This design comes from an exercise in tuning for small area on the open sky130 flow, not from production work.
The RTL was checked by simulation tests, not by an equivalence proof against the original design.
No activity file was given, so power comes from the tool's default toggle rates.

**flow/design.v**
```verilog
module CH3_WT_SEP(
 NUMBER,
 SEP_A, SEP_B
);
input [6:0] NUMBER;
output [3:0] SEP_A, SEP_B;
reg [3:0] SEP_A, SEP_B;
always @(NUMBER)
begin
	if (NUMBER <= 9)
	 begin
		 SEP_A = 3'b000;
		 SEP_B = NUMBER[3:0];
	 end
	else if (NUMBER <= 19)
	 begin
		 SEP_A = 1;
		 SEP_B = NUMBER - 10;
	 end
	else if (NUMBER <= 29)
	 begin
		 SEP_A = 2;
		 SEP_B = NUMBER - 20;
	 end
	else if (NUMBER <= 39)
	 begin
		 SEP_A = 3;
		 SEP_B = NUMBER - 30;
	 end
	else if (NUMBER <= 49)
	 begin
		 SEP_A = 4;
		 SEP_B = NUMBER - 40;
	 end
	else if (NUMBER <= 59)
	 begin
		 SEP_A = 5;
		 SEP_B = NUMBER - 50;
	 end
	else if (NUMBER <= 69)
	 begin
		 SEP_A = 6;
		 SEP_B = NUMBER - 60;
	 end
	else if (NUMBER <= 79)
	 begin
		 SEP_A = 7;
		 SEP_B = NUMBER - 70;
	 end
	else if (NUMBER <= 89)
	begin
		 SEP_A = 8;
		 SEP_B = NUMBER - 80;
	 end
	else if (NUMBER <= 99)
	 begin
		 SEP_A = 9;
		 SEP_B = NUMBER - 90;
	 end
	else
	 begin
		 SEP_A = 0;
		 SEP_B = 0;
	 end
end
endmodule
module CH3_WT_DECODER(
 BCD, DOT,
 SEG_DATA
);
input [3:0] BCD;
input DOT;
output [7:0] SEG_DATA;
wire [7:0] SEG_DATA;
reg [6:0] BUFF;
always @(BCD)
begin
	case (BCD)
		 4'b0000 : BUFF = 7'b1111110;  
		 4'b0001 : BUFF = 7'b0110000;  
		 4'b0010 : BUFF = 7'b1101101;  
		 4'b0011 : BUFF = 7'b1111001;  
		 4'b0100 : BUFF = 7'b0110011;  
		 4'b0101 : BUFF = 7'b1011011;  
		 4'b0110 : BUFF = 7'b1011111;  
		 4'b0111 : BUFF = 7'b1110000;  
		 4'b1000 : BUFF = 7'b1111111;  
		 4'b1001 : BUFF = 7'b1111011;  
		 default : BUFF = 7'b0000000;  
	 endcase
end
assign SEG_DATA = { BUFF, DOT };
endmodule
module CH3_WATCH(
 RESETN, CLK,
 SEG_COM, SEG_DATA
);
input RESETN, CLK;
output [7:0] SEG_COM, SEG_DATA;
reg [7:0] SEG_COM;
wire [7:0] SEG_DATA;
integer CNT;
integer CNT_SCAN;
reg [6:0] HOUR, MIN, SEC;
wire [3:0] H10, H1, M10, M1, S10, S1;
reg [3:0] NUM;
reg SEG_DOT;
always @(posedge CLK)
begin
	if (~RESETN)
		CNT <= 0;
	else
		begin
			if (CNT >= 999)
				CNT <= 0;
			else
				CNT <= CNT + 1;
	 end
end
always @(posedge CLK)
begin
	if (~RESETN)
	 SEC <= 0;
	else
		begin
			 if (CNT == 999)
				begin
					if (SEC >= 59)
						SEC <= 0;
					else
						SEC <= SEC + 1;
				end
		end
end
always @(posedge CLK)
begin
	if (~RESETN)
		MIN <= 0;
	else
		begin
			if ((CNT == 999) && (SEC == 59))
				begin
					if (MIN >= 59)
						MIN <= 0;
					else
						MIN <= MIN + 1;
				end
		end
end
always @(posedge CLK)
begin
	if (~RESETN)
		HOUR <= 0;
	else
		begin
			if ((CNT == 999) && (SEC == 59) && (MIN == 59))
				begin
					if (HOUR >= 23)
						HOUR <= 0;
					else
						HOUR <= HOUR + 1;
				end
		end
end
always @(posedge CLK)
begin
	if (~RESETN)
		begin
		 SEG_DOT <= 1'b0;
		 SEG_COM <= 8'b00000000;
		 NUM <= 0;
		 CNT_SCAN = 0;
		end
	else
		begin
			if (CNT_SCAN >= 5)
				CNT_SCAN = 0;
			else
				CNT_SCAN = CNT_SCAN + 1;
			case (CNT_SCAN)
				0 :
				 begin
					 NUM <= H10;
					 SEG_DOT <= 1'b0;
					 SEG_COM <= 8'b01111111;
				 end
				1 :
				 begin
					 NUM <= H1;
					 SEG_DOT <= 1'b1;
					 SEG_COM <= 8'b10111111;
				 end
				2 :
				 begin
					 NUM <= M10;
					 SEG_DOT <= 1'b0;
					 SEG_COM <= 8'b11011111;
				 end
				3 :
				 begin
					 NUM <= M1;
					 SEG_DOT <= 1'b1;
					 SEG_COM <= 8'b11101111;
				 end
				4 :
				 begin
					 NUM <= S10;
					 SEG_DOT <= 1'b0;
					 SEG_COM <= 8'b11110111;
				 end
				5 :
				 begin
					 NUM <= S1;
					 SEG_DOT <= 1'b1;
					 SEG_COM <= 8'b11111011;
				 end
				default :
				 begin
					 NUM <= 0;
					 SEG_DOT <= 1'b0;
					 SEG_COM <= 8'b11111111;
				 end
				endcase
		end
end
CH3_WT_SEP S_SEP(SEC, S10, S1);
CH3_WT_SEP M_SEP(MIN, M10, M1);
CH3_WT_SEP H_SEP(HOUR, H10, H1);
CH3_WT_DECODER S_DECODE(NUM, SEG_DOT, SEG_DATA);
endmodule
```
**flow/run.sh**
```bash
#!/bin/bash
# synth_recipe.tcl (not shown) runs the flow's synth.tcl, then flattens the netlist and writes it again
# the make line also repeats each setting of config.mk as NAME=value (left out here)
make -C /OpenROAD-flow-scripts/flow DESIGN_CONFIG=/design/flow/config.mk WORK_HOME=/design/flow/orfs CLKGATE_MAP_FILE= SYNTH_SCRIPT=/design/flow/synth_recipe.tcl finish
```
**flow/config.mk**
```make
export PLATFORM = sky130hd
export DESIGN_NAME = CH3_WATCH
export DESIGN_NICKNAME = CH3_WATCH
export VERILOG_FILES = /design/flow/design.v
export SDC_FILE = /design/flow/constraint.sdc
export NUM_CORES = 4
export LEC_CHECK = 0
export CAP_MARGIN = 20
export CORE_MARGIN = 2
export CORE_UTILIZATION = 40
export SLEW_MARGIN = 20
```
**flow/constraint.sdc**
```tcl
create_clock -name core_clock -period 10.0 [get_ports {CLK}]
set_input_delay 2.0000 -clock core_clock [delete_from_list [all_inputs] [get_ports {CLK}]]
set_output_delay 2.0000 -clock core_clock [all_outputs]
set_load 0.01 [all_outputs]
```
==> impl_metrics.csv, run 1 <==
group,metric,value,unit
placed_design,dpl_worst_slack,5960,ps
synth,synthesis.nets,1005,
sta,setup_viol,0,
clock_network,hold_buffers,0,
run,cap_violations,0,
synth,ys_ff_latch,100,
setup_path,worst-path-max-fanout,18,
routing,drtAntennaViolNets,0,
synth,yosysTopAreaCell,"dfxtp_1",
sta,fmax,254,MHz
floorplanning,dieArea,20100,µm²
floorplanning,die_h,142,µm
global_routing,met2_usage,30.0,%
setup_path,start_kind,"flop",
global_routing,antenna_found_initial,0,
global_routing,overflow,0,
global_routing,grt_pass1_wl,31900,µm
layout,n_antenna_cell,0,
sta,skew,9.39,ps
floorplanning,start_util,40.7,%
synth,ys_types,99,
global_routing,met1_usage,25.9,%
clock_network,cts_buffers,9,
floorplanning,io_pins,18,
synth,synth_top_area_share,26.4,%
sta,timing.final.crit_period,3930,ps
power_and_ir_drop,p_leak,3.05,nW
sta,worst_pin_slew,817,ps
global_routing,met3_usage,4.22,%
placed_design,gp_congestion,0.915,
placed_design,hpwl,13800,µm
placed_design,place_area,7780,µm²
clock_network,path_clk_slew,80,ps
layout,area_growth,6.38,%
sta,fin_ws,6070,ps
global_routing,gr-usage-all-layers,19.2,%
clock_network,cts_buffer_depth,2,
power_and_ir_drop,p_total,842,µW
global_routing,grt_pass1_vias,6432,
clock_network,cts_resized,0,
power_and_ir_drop,peakVddDrop,0.0000932,V
sta,fin_crit_sh,39.3,%
synth,avgSynthCellArea,7.89,µm²
setup_path,criticalPathCategory,"reg2reg",
clock_network,clockRootBuffer,"clkbuf_16",
sta,slew_headroom,45.4,%
synth,ys_top_cells_by_area,"dfxtp_1 26%, ha_1 6.6%, nor2_1 5.9%, xor2_1 4.8%, nand2_1 4.3%",
layout,fillers,1885,
layout,drive_above_1_share,6.88,%
setup_path,endpoint_kind,"flop",
clock_network,htreeDepth,3,
layout,fin_util,43.3,%
clock_network,insertion_delay,350,ps
floorplanning,chipWidth,142,µm
layout,fin_area,8080,µm²
synth,synth-edff-count,0,
synth,async_reset_ff_share,0,%
synth,yosysSeqAreaShare,26.4,%
routing,dr.pass1.iters,8,
floorplanning,coreArea,18600,µm²
routing,route.vias.total,6944,
worst_hold_path,holdCritPathClass,"reg2reg",
sta,hold_viol,0,
synth,synthFlopType,"dfxtp_1",
layout,final_nets,982,
routing,drt_iter0_drc,590,
setup_path,cp.arrival,4200,ps
routing,wl_per_cell,16.2,µm
synth,yosys_warnings,3,
sta,rsz0062_at_grt,"false",
routing,viasPerCell,5.89,
setup_path,crit_required,10270,ps
clock_network,cts_tree,"done",
global_routing,grt-busiest-layer,"met2",
sta,tns,0,ps
run_status,status,"finished clean",
routing,wirelength,19100,µm
synth,syn_area,7590,µm²
clock_network,postCtsSetupBuffers,0,
power_and_ir_drop,power_density,104,nW/µm²
floorplanning,rows,50,
synth,synthCells,963,
placed_design,io_buffers,17,
routing,post-route-drc-count,0,
sta,maxSlewViolCount,0,
global_routing,grt_max_degree,33,
clock_network,numClockSinks,100,
==> area by class of cell <==
cell class / instances / area, µm² / share of cell area (%)
Inverter: 33 / 124 / 1.53
Tap cell: 234 / 293 / 3.62
Timing Repair Buffer: 19 / 205 / 2.54
Multi-Input combinational cell: 777 / 5160 / 63.8
Clock inverter: 6 / 57.6 / 0.713
Sequential cell: 100 / 2000 / 24.8
Clock buffer: 10 / 239 / 2.96
==> worst max-delay path, cell delays in order, from the launching register on <==
cell and delay, ps:
dfxtp_1 750, inv_1 250, ha_1 280, nor4bb_1 140, a211oi_2 510, a21bo_1 300, a211oi_1 250, o221ai_1 140
and2_1 170, a211oi_2 240, nand2_1 80, nand2_1 140, inv_1 100, ha_1 180, inv_1 60, o21ai_1 70
o31ai_1 190
==> synthesized netlist by cell type (6+ instances only) <==
cell,number
a21o_1,8
nand4_1,23
o211ai_1,8
o21a_1,6
or3_1,7
clkbuf_1,19
and2_1,24
a211o_1,6
and4_1,7
or2_2,7
a31oi_1,13
o21ai_0,38
a21oi_1,51
nor2_1,120
o21ai_1,6
nor3_1,14
xor2_1,42
and3_1,17
nand3_1,44
a41oi_1,6
inv_1,33
a211oi_1,6
buf_4,6
ha_1,40
dfxtp_1,100
o31ai_1,9
buf_2,17
nand2_1,88
nor4_1,13
xnor2_1,29
buf_6,6
o21bai_1,6
==> state kept, by name, indices dropped and copies added (netlist names) <==
signal         cells
S_DECODE.BUFF      7
MIN                7
HOUR               7
SEC                7
CNT               32
SEG_COM            7
SEG_DOT            1
CNT_SCAN          32
==> metrics by stage <==
stage,cells,hold WS (ps)
after floorplan,963,418
after global placement,1162,430
after detailed placement,1163,441
after CTS,1179,453
after global routing,1179,477
final,1179,445
==> cell families (layout without fill, tap and decap cells) <==
group	Yosys count	after routing	share of synthesized area (%)
and+or+nand+nor	413	413	28.7
AOI/OAI and AO/OA	247	247	23.6
xor gates and xnor gates	71	71	8.19
adders and majority gates	40	40	6.59
muxes	6	6	0.890
buffers and inverters	86	68	5.72
DFF	100	100	26.4
==> power breakdown <==
part	switching [mW]	total, mW	leakage [nW]	internal (mW)
Sequential	0.00753	0.414	0.810	0.407
Combinational	0.0422	0.0712	2.10	0.0290
Clock	0.173	0.357	0.148	0.183
Total	0.223	0.842	3.05	0.619
==> layout by cell type (no fill, tap or decap), drive strengths merged, types with 6 or more instances in the layout <==
master         Yosys  final
o21ai             44     44
dfxtp            100    100
o31ai              9      9
and4              10     10
nand2             88     88
nor3              18     18
a21oi             52     52
and2              25     25
clkbuf            21     10
xor2              42     42
a21o               8      8
o21bai             6      6
or3                9      9
nand3             46     46
and3              21     21
a211oi             9      9
o21a               6      6
o2111ai            7      7
ha                40     40
inv               33     39
nand4             26     26
a211o              6      6
o211ai             9      9
a41oi              6      6
clkdlybuf4s50      0     17
nor4              17     17
or2                9      9
a31oi             13     13
xnor2             29     29
nor2             120    120
a311oi             6      6
==> metal layers <==
metal | vias to the layer above | part of all wire (%)
met4 | 0 | 2.5
li1 | 3476 | -
met2 | 224 | 45
met1 | 3202 | 47
met3 | 42 | 5.9
met5 | - | 0
==> worst paths after layout <==
| check | from | slack, ps | cells past startpoint | end |
|---|---|---|---|---|
| worst max register to register | MIN[3] | 6070 | 16 | S_DECODE.BUFF[0] |
| worst min-delay path | CNT[0] | 450 | 1 | CNT[0] |
| worst min register to register | CNT[0] | 450 | 1 | CNT[0] |
| worst max-delay path | MIN[3] | 6070 | 16 | S_DECODE.BUFF[0] |
==> run 2, diff against run 1 <==
==> flow/design.v (replaced) <==
module CH3_WT_DECODER(
 BCD, DOT,
 SEG_DATA
);
input [3:0] BCD;
input DOT;
output [7:0] SEG_DATA;
wire [7:0] SEG_DATA;
reg [6:0] BUFF;
always @(BCD)
begin
	case (BCD)
		 4'b0000 : BUFF = 7'b1111110;  
		 4'b0001 : BUFF = 7'b0110000;  
		 4'b0010 : BUFF = 7'b1101101;  
		 4'b0011 : BUFF = 7'b1111001;  
		 4'b0100 : BUFF = 7'b0110011;  
		 4'b0101 : BUFF = 7'b1011011;  
		 4'b0110 : BUFF = 7'b1011111;  
		 4'b0111 : BUFF = 7'b1110000;  
		 4'b1000 : BUFF = 7'b1111111;  
		 default : BUFF = 7'b1111011;  
	 endcase
end
assign SEG_DATA = { BUFF, DOT };
endmodule
module CH3_WATCH(
 RESETN, CLK,
 SEG_COM, SEG_DATA
);
input RESETN, CLK;
output [7:0] SEG_COM, SEG_DATA;
reg [9:0] CNT;
wire TICK = (CNT == 10'h164);
wire FB = ~(CNT[9] ^ CNT[6]);
always @(posedge CLK)
	if (~RESETN)
		CNT <= 10'd0;
	else if (TICK)
		CNT <= 10'd1;
	else
		CNT <= {CNT[8:0], FB};
reg [3:0] S1, M1, H1;
reg [2:0] S10, M10;
reg [1:0] H10;
wire S1_9  = (S1 == 4'd9);
wire S10_5 = (S10 == 3'd5);
wire M1_9  = (M1 == 4'd9);
wire M10_5 = (M10 == 3'd5);
wire H_23  = (H10 == 2'd2) && (H1 == 4'd3);
always @(posedge CLK)
	if (~RESETN) begin
		S1 <= 0; S10 <= 0; M1 <= 0; M10 <= 0; H1 <= 0; H10 <= 0;
	end else if (TICK) begin
		S1 <= S1_9 ? 4'd0 : S1 + 4'd1;
		if (S1_9) begin
			S10 <= S10_5 ? 3'd0 : S10 + 3'd1;
			if (S10_5) begin
				M1 <= M1_9 ? 4'd0 : M1 + 4'd1;
				if (M1_9) begin
					M10 <= M10_5 ? 3'd0 : M10 + 3'd1;
					if (M10_5) begin
						if (H_23) begin
							H1 <= 4'd0; H10 <= 2'd0;
						end else if (H1 == 4'd9) begin
							H1 <= 4'd0; H10 <= H10 + 2'd1;
						end else
							H1 <= H1 + 4'd1;
					end
				end
			end
		end
	end
reg DP;
reg [1:0] PM3;
always @(posedge CLK)
	if (~RESETN) begin
		DP <= 1'b0;
		PM3 <= 2'd3;
	end else begin
		DP <= ~DP;
		PM3[0] <= ~(PM3[0] ^ PM3[1]);
		PM3[1] <= PM3[0] & ~PM3[1];
	end
wire RST_ST = (PM3 == 2'd3);
wire P0 = ~DP & (PM3 == 2'd0);
wire P1 =  DP & (PM3 == 2'd1);
wire P2 = ~DP & (PM3 == 2'd2);
wire P3 =  DP & (PM3 == 2'd0);
wire P4 = ~DP & (PM3 == 2'd1);
wire P5 =  DP & (PM3 == 2'd2);
assign SEG_COM = {~(P0 | RST_ST), ~(P1 | RST_ST), ~(P2 | RST_ST),
                  ~(P3 | RST_ST), ~(P4 | RST_ST), ~(P5 | RST_ST),
                  ~RST_ST, ~RST_ST};
wire [3:0] NUM = P0 ? {2'b00, H10} :
                 P1 ? H1 :
                 P2 ? {1'b0, M10} :
                 P3 ? M1 :
                 P4 ? {1'b0, S10} : S1;
CH3_WT_DECODER S_DECODE(NUM, DP, SEG_DATA);
endmodule
==> run 2 against run 1 <==
Critical path type is now reg2out. Combinational power is 0.6% lower. Non-clock buffer count fell by 1. Register-to-register slack gained 1500 ps. Final cell count fell by 73%. Flip-flop and latch count fell by 67. Still clean on timing, DRC and antenna. Die area is 73% lower.
==> impl_metrics.csv, run 2 <==
group,metric,value,unit
run_status,status,"finished clean",
setup_path,rr_worst_depth,5,
power_and_ir_drop,p_leak,0.907,nW
setup_path,start_kind,"flop",
power_and_ir_drop,p_sw_share,25.2,%
clock_network,hold_buffers,0,
floorplanning,chipWidth,74.2,µm
routing,route.met2.wl,1660,µm
routing,met1_length,2000,µm
floorplanning,die_h,74.2,µm
setup_path,cp.arrival,3360,ps
synth,yosys-top-cells-count,"33 x dfxtp_1, 23 x nand2_1, 14 x inv_1",
routing,route.vias.total,1598,
clock_network,clockRootBuffer,"clkbuf_8",
setup_path,cp.depth,10,
placed_design,hpwl,2710,µm
layout,fillers,468,
sta,hold_viol,0,
synth,post-synth-top-count-cell,"dfxtp_1",
layout,drive_above_1_share,6.88,%
clock_network,postCtsSetupBuffers,0,
synth,synthesis.nets,251,
routing,wl_per_cell,12.2,µm
setup_path,path_buf_inv,3,
global_routing,gr-usage-all-layers,15.6,%
global_routing,overflow,0,
placed_design,place_area,2160,µm²
setup_path,critPathLaunch,"PM3[1]",
setup_path,cp_slowest_cell,"o32ai_1",
synth,syn_area,1970,µm²
sta,rsz0062_at_grt,"false",
clock_network,numClockSinks,33,
sta,fin_crit_sh,53.6,%
synth,ys_top_cells_by_area,"dfxtp_1 33%, ha_1 8.2%, nand2_1 4.4%, and2_1 4.1%, a21oi_1 2.8%",
routing,wirelength,3830,µm
floorplanning,start_util,41.5,%
clock_network,cts_tree,"done",
global_routing,grt_pass1_vias,1462,
layout,area_growth,16.6,%
power_and_ir_drop,switching_power,91.4,µW
routing,routed.top_layer,"met4",
floorplanning,dieArea,5510,µm²
setup_path,endpoint_kind,"primary output",
synth,yosysTopAreaCell,"dfxtp_1",
clock_network,path_clk_slew,80,ps
sta,fmax,187,MHz
routing,drt_iter0_drc,93,
power_and_ir_drop,seq_power_share,37.5,%
sta,maxSlewViolCount,0,
floorplanning,coreArea,4750,µm²
clock_network,insertion_delay,290,ps
synth,synthCells,236,
setup_path,cp_slowest_stage_delay,670,ps
synth,avgSynthCellArea,8.36,µm²
run,cap_violations,0,
placed_design,io_buffers,17,
worst_hold_path,min_from,"CNT[3]",
synth,yosys_warnings,2,
synth,ys_types,49,
routing,viasPerCell,5.09,
layout,final_nets,261,
sta,timing.final.crit_period,5360,ps
setup_path,criticalPathCategory,"reg2out",
worst_hold_path,holdCritPathClass,"reg2reg",
setup_path,path_delay_family,"compound AO/OA/AOI/OAI gates",
setup_path,worst-path-max-fanout,12,
synth,async_reset_ff_share,0,%
synth,synth_top_area_share,33.5,%
placed_design,gp_congestion,0.800,
setup_path,crit_path_cell_trace,"inv_1 -> ha_1 -> nor3b_1 -> a21oi_1 -> o32ai_1 -> inv_1 -> ha_1 -> nor2_1 -> o21ai_0 -> clkdlybuf4s50_1",
routing,drtAntennaViolNets,0,
layout,multi_input_area,1190,µm²
synth,synthFlopType,"dfxtp_1",
layout,largest_reg_flops,10,
setup_path,crit_required,8000,ps
power_and_ir_drop,peakVddDrop,0.000107,V
synth,yosysSeqAreaShare,33.5,%
routing,dr_wl_met3,109,µm
sta,worst_pin_slew,718,ps
sta,slew_headroom,52.0,%
clock_network,cts_buffers,5,
power_and_ir_drop,pwr-share-clk,43.0,%
sta,skew,5.95,ps
global_routing,grt_max_degree,30,
global_routing,antenna_found_initial,0,
layout,regArea,661,µm²
synth,ys_ff_latch,33,
power_and_ir_drop,power_frac_comb,19.5,%
layout,n_antenna_cell,0,
synth,synth-edff-count,0,
clock_network,cts_resized,0,
setup_path,rr_startpoint,"CNT[1]",
layout,layout_commonest_cell,"dfxtp_1",
clock_network,htreeDepth,2,
power_and_ir_drop,power_density,158,nW/µm²
worst_hold_path,hold_depth,1,
clock_network,cts_buffer_depth,2,
sta,tns,0,ps
floorplanning,rows,25,
routing,post-route-drc-count,0,
layout,fin_area,2300,µm²
routing,dr.pass1.iters,4,
layout,regMostFlops,"CNT",
power_and_ir_drop,p_int,271,µW
sta,setup_viol,0,
global_routing,grt_pass1_wl,6670,µm
floorplanning,io_pins,18,
layout,mostFrequentLayoutCells,"33 x dfxtp_1, 23 x nand2_1, 17 x clkdlybuf4s50_1",
-- run 2: cell count changes after synthesis, moves of 17 or more --
cell	change
nor2_1	-107
nand2_1	-65
inv_1	-19
xnor2_1	-23
nand4_1	-19
a21oi_1	-40
ha_1	-27
nand3_1	-35
xor2_1	-41
buf_2	-17
o21ai_0	-31
dfxtp_1	-67
-- run 2: per-stage QoR --
stage	hold slack, ps	worst slack [ps]	utilization, %	power (mW)	instances
2_1_floorplan	422	5550	-	0.179	236
3_3_place_gp	444	4980	45.5	0.210	306
3_5_place_dp	440	4960	45.5	0.210	306
4_1_cts	467	4620	48.4	0.365	314
5_1_grt	481	4420	48.4	0.378	314
6_report	464	4640	48.4	0.362	314
-- run 2: power by group through the flow --
stage | clock, mW | combinational, mW | sequential (mW)
3_3_place_gp | 0 | 0.0714 | 0.139
5_1_grt | 0.163 | 0.0789 | 0.136
6_report | 0.156 | 0.0708 | 0.136
3_5_place_dp | 0 | 0.0713 | 0.139
2_1_floorplan | 0 | 0.0414 | 0.138
4_1_cts | 0.158 | 0.0714 | 0.136
-- run 2: final cells by class --
type                            instances  area share, %
Timing Repair Buffer                   18           7.72
Sequential cell                        33           28.7
Inverter                               14           2.28
Clock buffer                            5           2.99
Tap cell                               67           3.64
Clock inverter                          3           2.99
Multi-Input combinational cell        174           51.7
-- run 2: cells by family after synthesis --
logic type	Yosys count	synth area share [%]
AO/OA/AOI/OAI	45	14.9
XOR/XNOR	7	3.11
adder cells (fa/ha/maj)	13	8.24
buffers and inverters	29	6.28
flip-flops	33	33.5
multiplexers	6	3.17
AND/OR/NAND/NOR	103	30.8
-- run 2: per-layer routing --
metal  vias to the layer above  track usage, %
li1                        843               -
met1                       725            20.5
met2                        24            24.8
met3                         6            3.66
met4                         0            6.35
met5                         -               0
-- run 2: final timing paths --
check | end | slack, ps
worst min-delay path | CNT[4] | 460
worst max-delay path | SEG_DATA[4] | 4640
worst min register to register | CNT[4] | 460
worst max register to register | H1[2] | 7580

re-timing with driven ports:
No port has a modelled driver above. Below, the same layouts with a new extraction and two added sets of constraints.
Step 1 sets driving cells, clkbuf_16 on the clock port and buf_2 on the other inputs (assumed; they add their load-dependent delay and slew).
Step 2 moves the port delays by t, midway between the first and last clock arrival at a register: inputs arrive t later, outputs are due t later. That takes back most of the time a late clock gives input paths.
a / b / c = no drivers / after step 1 / after step 2; a / b = the first two.
run	t (ns)	setup slack, ns	hold WS [ns]
run 1	0.392	6.071 / 6.071 / 5.946	0.445 / 0.445 / 0.445
run 2	0.312	4.640 / 4.614 / 4.926	0.464 / 0.464 / 0.464
After both steps setup and hold are still met in every run listed. For run 1, which loses most, drivers alone change the setup slack by 0.000 ns; drivers and shift together by -0.125 ns.
